Source: an optimization exercise on an open RTL-to-GDS flow (aim: small area, a short achievable clock period and few clock cycles per item). Production flows keep margins and buffers that such runs may drop.

Setup of JK:
==> module multiplier_1, before the edit <==
module multiplier_1(
    input clk,
    input res_n,
    input start,
    output reg done,
    input [15:0] arg1,
    input [15:0] arg2,
    output reg [31:0] product
    );
    localparam R = 8;
    localparam K = 16 / R;
    localparam CW = (K > 2) ? $clog2(K) : 1;
    reg [CW-1:0] cnt;            
    wire busy = (cnt != 0);
    wire [R-1:0] x = arg2[cnt*R +: R];
    wire [15:0] acc = busy ? product[31:16] : 16'd0;
    wire [15+R:0] t = acc + arg1 * x;
    always @(posedge clk) begin
        if (!res_n) begin
            done <= 1'b0;
            cnt <= 0;
        end else if (!done && (busy || start)) begin
            cnt <= (cnt == K-1) ? 0 : cnt + 1'b1;
            if (cnt == K-1) done <= 1'b1;
        end
        if (!done)
            product <= {t, product[15:R]};
    end
endmodule
clock: 5.0 ns
lec_check: 0
cap_margin: 20
core_margin: 2
core_utilization: 40
place_density: 0.6
slew_margin: 20
run.sh (not shown) runs the stock make flow with config.mk's settings and CLKGATE_MAP_FILE= SYNTH_SCRIPT=/design/flow/synth_recipe.tcl, a recipe that flattens the netlist after the stock synthesis.
JK: complete, dirty (setup timing)
### JK -> MS
--- a/flow/design.v
+++ b/flow/design.v
@@ -7,7 +7,7 @@
     input [15:0] arg2,
     output reg [31:0] product
     );
-    localparam R = 8;
+    localparam R = 4;
     localparam K = 16 / R;
     localparam CW = (K > 2) ? $clog2(K) : 1;
     reg [CW-1:0] cnt;            
--- outcome ---
MS: no failed stages, no open violations at the end
Looking at sequential cell count, MS sits above JK.
The post-layout minimum cycle time of MS was superior to that of JK.
Number of ordinary and repair buffers in the finished layout, MS and JK: lower on MS
Compared MS vs JK, and per-cell via count in the routed design is up in MS.
Number of non-clock inverters, MS and JK: smaller value in MS
JK → MS: wire length of the first global-routing pass decreased 41%; total non-filler cell area in the finished layout decreased 2700 um^2; post-synthesis share of cell area spent on and, or, nand and nor gates now larger; share of post-route cells with drive strength above 1 down 0.41 points.
Mean post-synth cell area in MS vs JK: up about 9%
Lower final critical-path share of the clock period among MS and JK: MS
Core utilization ended up 0.48 points higher on MS than on JK.
From JK to MS the numbers moved as follows: setup slack at placement increased 0.13 ns; final worst setup slack increased 0.31 ns.
No functional check of the RTL was part of any run of this note.


== exp/maple ==
The RTL this note starts from:
==> flow/design.v <==
module multiplier_1(
    input clk,
    input res_n,
    input start,
    output reg done,
    input [15:0] arg1,
    input [15:0] arg2,
    output reg [31:0] product
    );
    reg [1:0] cnt;             
    reg busy;                      
    reg [15:0] S, C;               
    reg [3:0] LS, LC;              
    reg [11:0] L;                  
    wire [15:0] b = arg2;          
    reg [3:0] xr;                 
    wire [3:0] x = busy ? xr : b[3:0];
    wire [19:0] hi = {S, LS} + {C, LC};
    wire [4:0] lo = {hi[4] ^ S[0] ^ C[0], hi[3:0]};   
    wire [15:0] as = busy ? S : 16'd0;
    wire [15:0] ac = busy ? C : 16'd0;
    wire aci = busy & lo[4];
    wire [15:0] pp0 = x[0] ? arg1 : 16'd0;
    wire [15:0] pp1 = x[1] ? arg1 : 16'd0;
    wire [15:0] pp2 = x[2] ? arg1 : 16'd0;
    wire [15:0] pp3 = x[3] ? arg1 : 16'd0;
    wire s1;
    wire c2;
    wire s3;
    wire c4;
    wire s5;
    wire c6;
    wire s7;
    wire c8;
    wire s9;
    wire c10;
    wire s11;
    wire c12;
    wire s13;
    wire c14;
    wire s15;
    wire c16;
    wire s17;
    wire c18;
    wire s19;
    wire c20;
    wire s21;
    wire c22;
    wire s23;
    wire c24;
    wire s25;
    wire c26;
    wire s27;
    wire c28;
    wire s29;
    wire c30;
    wire s31;
    wire c32;
    wire s33;
    wire c34;
    wire s35;
    wire c36;
    wire s37;
    wire c38;
    wire s39;
    wire c40;
    wire s41;
    wire c42;
    wire s43;
    wire c44;
    wire s45;
    wire c46;
    wire s47;
    wire c48;
    wire s49;
    wire c50;
    wire s51;
    wire c52;
    wire s53;
    wire c54;
    wire s55;
    wire c56;
    wire s57;
    wire c58;
    wire s59;
    wire c60;
    wire s61;
    wire c62;
    wire s63;
    wire c64;
    wire s65;
    wire c66;
    wire s67;
    wire c68;
    wire s69;
    wire c70;
    wire s71;
    wire c72;
    wire s73;
    wire c74;
    wire s75;
    wire c76;
    wire s77;
    wire c78;
    wire s79;
    wire c80;
    wire s81;
    wire c82;
    wire s83;
    wire c84;
    wire s85;
    wire c86;
    wire s87;
    wire c88;
    wire s89;
    wire c90;
    wire s91;
    wire c92;
    wire s93;
    wire c94;
    wire s95;
    wire c96;
    wire s97;
    wire c98;
    wire s99;
    wire c100;
    wire s101;
    wire c102;
    wire s103;
    wire c104;
    wire s105;
    wire c106;
    wire s107;
    wire c108;
    wire s109;
    wire c110;
    wire s111;
    wire c112;
    wire s113;
    wire c114;
    wire s115;
    wire c116;
    wire s117;
    wire c118;
    wire s119;
    wire c120;
    wire s121;
    wire c122;
    wire s123;
    wire c124;
    wire s125;
    wire c126;
    wire s127;
    wire c128;
    wire s129;
    wire c130;
    assign {c2, s1} = as[2] + ac[2];
    assign {c4, s3} = as[3] + ac[3] + pp0[3];
    assign {c6, s5} = pp1[2] + pp2[1];
    assign {c8, s7} = as[4] + ac[4] + pp0[4];
    assign {c10, s9} = pp1[3] + pp2[2] + pp3[1];
    assign {c12, s11} = as[5] + ac[5] + pp0[5];
    assign {c14, s13} = pp1[4] + pp2[3] + pp3[2];
    assign {c16, s15} = as[6] + ac[6] + pp0[6];
    assign {c18, s17} = pp1[5] + pp2[4] + pp3[3];
    assign {c20, s19} = as[7] + ac[7] + pp0[7];
    assign {c22, s21} = pp1[6] + pp2[5] + pp3[4];
    assign {c24, s23} = as[8] + ac[8] + pp0[8];
    assign {c26, s25} = pp1[7] + pp2[6] + pp3[5];
    assign {c28, s27} = as[9] + ac[9] + pp0[9];
    assign {c30, s29} = pp1[8] + pp2[7] + pp3[6];
    assign {c32, s31} = as[10] + ac[10] + pp0[10];
    assign {c34, s33} = pp1[9] + pp2[8] + pp3[7];
    assign {c36, s35} = as[11] + ac[11] + pp0[11];
    assign {c38, s37} = pp1[10] + pp2[9] + pp3[8];
    assign {c40, s39} = as[12] + ac[12] + pp0[12];
    assign {c42, s41} = pp1[11] + pp2[10] + pp3[9];
    assign {c44, s43} = as[13] + ac[13] + pp0[13];
    assign {c46, s45} = pp1[12] + pp2[11] + pp3[10];
    assign {c48, s47} = as[14] + ac[14] + pp0[14];
    assign {c50, s49} = pp1[13] + pp2[12] + pp3[11];
    assign {c52, s51} = as[15] + ac[15] + pp0[15];
    assign {c54, s53} = pp1[14] + pp2[13] + pp3[12];
    assign {c56, s55} = pp1[15] + pp2[14];
    assign {c58, s57} = as[0] + ac[0];
    assign {c60, s59} = as[1] + ac[1] + pp0[1];
    assign {c62, s61} = s1 + pp0[2] + pp1[1];
    assign {c64, s63} = s3 + s5 + pp3[0];
    assign {c66, s65} = s7 + s9 + c4;
    assign {c68, s67} = s11 + s13 + c8;
    assign {c70, s69} = s15 + s17 + c12;
    assign {c72, s71} = s19 + s21 + c16;
    assign {c74, s73} = s23 + s25 + c20;
    assign {c76, s75} = s27 + s29 + c24;
    assign {c78, s77} = s31 + s33 + c28;
    assign {c80, s79} = s35 + s37 + c32;
    assign {c82, s81} = s39 + s41 + c36;
    assign {c84, s83} = s43 + s45 + c40;
    assign {c86, s85} = s47 + s49 + c44;
    assign {c88, s87} = s51 + s53 + c48;
    assign {c90, s89} = s55 + pp3[13] + c52;
    assign {c92, s91} = pp2[15] + pp3[14];
    assign {c94, s93} = s57 + aci;
    assign {c96, s95} = s59 + pp1[0] + c58;
    assign {c98, s97} = s61 + pp2[0] + c60;
    assign {c100, s99} = s63 + c2 + c62;
    assign {c102, s101} = s65 + c6 + c64;
    assign {c104, s103} = s67 + c10 + c66;
    assign {c106, s105} = s69 + c14 + c68;
    assign {c108, s107} = s71 + c18 + c70;
    assign {c110, s109} = s73 + c22 + c72;
    assign {c112, s111} = s75 + c26 + c74;
    assign {c114, s113} = s77 + c30 + c76;
    assign {c116, s115} = s79 + c34 + c78;
    assign {c118, s117} = s81 + c38 + c80;
    assign {c120, s119} = s83 + c42 + c82;
    assign {c122, s121} = s85 + c46 + c84;
    assign {c124, s123} = s87 + c50 + c86;
    assign {c126, s125} = s89 + c54 + c88;
    assign {c128, s127} = s91 + c56 + c90;
    assign {c130, s129} = pp3[15] + c92;
    wire [19:0] ra = {c130, s129, s127, s125, s123, s121, s119, s117, s115, s113, s111, s109, s107, s105, s103, s101, s99, s97, s95, s93};
    wire [19:0] rb = {1'b0, c128, c126, c124, c122, c120, c118, c116, c114, c112, c110, c108, c106, c104, c102, c100, c98, c96, c94, pp0[0]};
    always @(*) product = {hi[19:0], L};
    always @(posedge clk) begin
        if (!res_n) begin
            done <= 1'b0;
            busy <= 1'b0;
            cnt <= 0;
        end else if (!done && (busy || start)) begin
            cnt <= (cnt == 3) ? 0 : cnt + 1'b1;
            busy <= (cnt != 3);
            if (cnt == 3) done <= 1'b1;
        end
        if (!done) begin
            S <= ra[19:4];
            C <= rb[19:4];
            LS <= ra[3:0];
            LC <= rb[3:0];
            L <= {lo[3:0], L[11:4]};
        end
        case (cnt)
            0: xr <= b[7:4];
            1: xr <= b[11:8];
            default: xr <= b[15:12];
        endcase
    end
endmodule
Settings: LEC_CHECK=0, CAP_MARGIN=20, CORE_MARGIN=2, CORE_UTILIZATION=40, PLACE_DENSITY=0.6, SETUP_SLACK_MARGIN=2.0, SLEW_MARGIN=20; clock period 5.0 ns.
standard.sh (not shown) runs the stock make flow with config.mk's settings and CLKGATE_MAP_FILE= SYNTH_SCRIPT=/design/flow/synth_recipe.tcl, a recipe that flattens the netlist after the stock synthesis.
==> flow/flow/run.sh <==
#!/bin/bash
# The standard layout, with every port buffered by the smallest buffer
# (sky130_fd_sc_hd__buf_1) and a leaner clock tree.
set -euo pipefail
bash standard.sh BUFFER_PORTS_ARGS="-buffer_cell sky130_fd_sc_hd__buf_1" CTS_ARGS="-sink_clustering_enable -repair_clock_nets -dont_use_dummy_load -buf_list sky130_fd_sc_hd__clkbuf_8" > standard.log 2>&1
### exp/maple -> exp/garnet
-- flow/design.v --
<<< exp/maple, line 9
    );
    reg [1:0] cnt;             
    reg busy;                      
    reg [15:0] S, C;               
    reg [3:0] LS, LC;              
    reg [11:0] L;                  
    wire [15:0] b = arg2;          
    reg [3:0] xr;                 
    wire [3:0] x = busy ? xr : b[3:0];
    wire [19:0] hi = {S, LS} + {C, LC};
    wire [4:0] lo = {hi[4] ^ S[0] ^ C[0], hi[3:0]};   
    wire [15:0] as = busy ? S : 16'd0;
    wire [15:0] ac = busy ? C : 16'd0;
    wire aci = busy & lo[4];
    wire [15:0] pp0 = x[0] ? arg1 : 16'd0;
    wire [15:0] pp1 = x[1] ? arg1 : 16'd0;
>>> exp/garnet, line 9
    );
    reg [1:0] cnt;             
    reg [15:0] S, C;               
    reg ci;                        
    reg [15:0] L;                  
    wire busy = (cnt != 0);
    reg [3:0] xr;                 
    wire [3:0] x = busy ? xr : arg2[3:0];
    wire [15:0] as = busy ? S : 16'd0;
    wire [15:0] ac = busy ? C : 16'd0;
    wire aci = busy & ci;
    wire [15:0] pp0 = x[0] ? arg1 : 16'd0;
    wire [15:0] pp1 = x[1] ? arg1 : 16'd0;
<<< exp/maple, line 222
    wire [19:0] ra = {c130, s129, s127, s125, s123, s121, s119, s117, s115, s113, s111, s109, s107, s105, s103, s101, s99, s97, s95, s93};
    wire [19:0] rb = {1'b0, c128, c126, c124, c122, c120, c118, c116, c114, c112, c110, c108, c106, c104, c102, c100, c98, c96, c94, pp0[0]};
    always @(*) product = {hi[19:0], L};
    always @(posedge clk) begin
        if (!res_n) begin
            done <= 1'b0;
            busy <= 1'b0;
            cnt <= 0;
        end else if (!done && (busy || start)) begin
            cnt <= (cnt == 3) ? 0 : cnt + 1'b1;
            busy <= (cnt != 3);
            if (cnt == 3) done <= 1'b1;
        end
>>> exp/garnet, line 219
    wire [19:0] ra = {c130, s129, s127, s125, s123, s121, s119, s117, s115, s113, s111, s109, s107, s105, s103, s101, s99, s97, s95, s93};
    wire [19:0] rb = {1'b0, c128, c126, c124, c122, c120, c118, c116, c114, c112, c110, c108, c106, c104, c102, c100, c98, c96, c94, pp0[0]};
    wire [4:0] lo = ra[3:0] + rb[3:0];
    always @(*) product = {S + C + {15'd0, ci}, L};
    always @(posedge clk) begin
        if (!res_n) begin
            done <= 1'b0;
            cnt <= 0;
        end else if (!done && (busy || start)) begin
            cnt <= (cnt == 3) ? 0 : cnt + 1'b1;
            if (cnt == 3) done <= 1'b1;
        end
<<< exp/maple, line 236
            S <= ra[19:4];
            C <= rb[19:4];
            LS <= ra[3:0];
            LC <= rb[3:0];
            L <= {lo[3:0], L[11:4]};
        end
        case (cnt)
            0: xr <= b[7:4];
            1: xr <= b[11:8];
            default: xr <= b[15:12];
        endcase
    end
endmodule
>>> exp/garnet, line 232
            S <= ra[19:4];
            C <= rb[19:4];
            ci <= lo[4];
            L <= {lo[3:0], L[15:4]};
            case (cnt)
                0: xr <= arg2[7:4];
                1: xr <= arg2[11:8];
                default: xr <= arg2[15:12];
            endcase
        end
    end
endmodule
Notes after the runs:
Between exp/maple and exp/garnet, the global routing usage summed across all routing layers is lower for exp/maple. Flip-flop and latch share of the layout cell area in exp/garnet is 1.4 points below exp/maple. Complex-gate fraction of the synthesized area, exp/maple and exp/garnet: lower on exp/garnet. Relative to exp/maple, largest net degree at the start of global routing has decreased by about 3.6% in exp/garnet. Final standard cell utilization of the core: exp/maple and exp/garnet compared, higher one is exp/garnet. Every run (exp/maple and exp/garnet) finished clean. In the final reports, the cell area of exp/garnet is larger than that of exp/maple. [compare] base=exp/maple new=exp/garnet: number of standard cells after synthesis fell about 7%, final-layout clock buffer total dropped 4.
Function was not checked in any run of this note: the RTL went through the layout flow alone.

## static timing again, ports no longer ideal
In the flow no input, the clock included, has a driving cell. The finished layouts below were timed again as built, in two steps.
Step 1 assumes that a clkbuf_16 drives the clock port and a buf_2 every other input.
Step 2 times the ports against the registers' clock, not the clock port: input delays grow and output delays shrink by t, the midpoint of the rising clock arrivals with the driver on.
a / b / c = ideal / step 1 / step 2; a / b = the first two.
run	t, ns	setup WS [ns]	worst setup path after step 2	latest minus earliest clock arrival (ns)	cell pins on the clock port's net
JK	0.311	-0.204 / -0.206 / -0.518	input to register	0.005 / 0.005	1
MS	0.318	0.111 / 0.104 / -0.214	input to register	0.020 / 0.020	1
exp/maple	0.388	1.606 / 1.571 / 1.617	input to register	0.023 / 0.023	1
exp/garnet	0.330	1.347 / 1.317 / 1.248	input to register	0.029 / 0.028	1
Met with ideal ports but missed after step 2: setup timing in MS. For MS, which loses most, drivers alone change the setup slack by -0.007 ns; drivers and shift together by -0.325 ns.
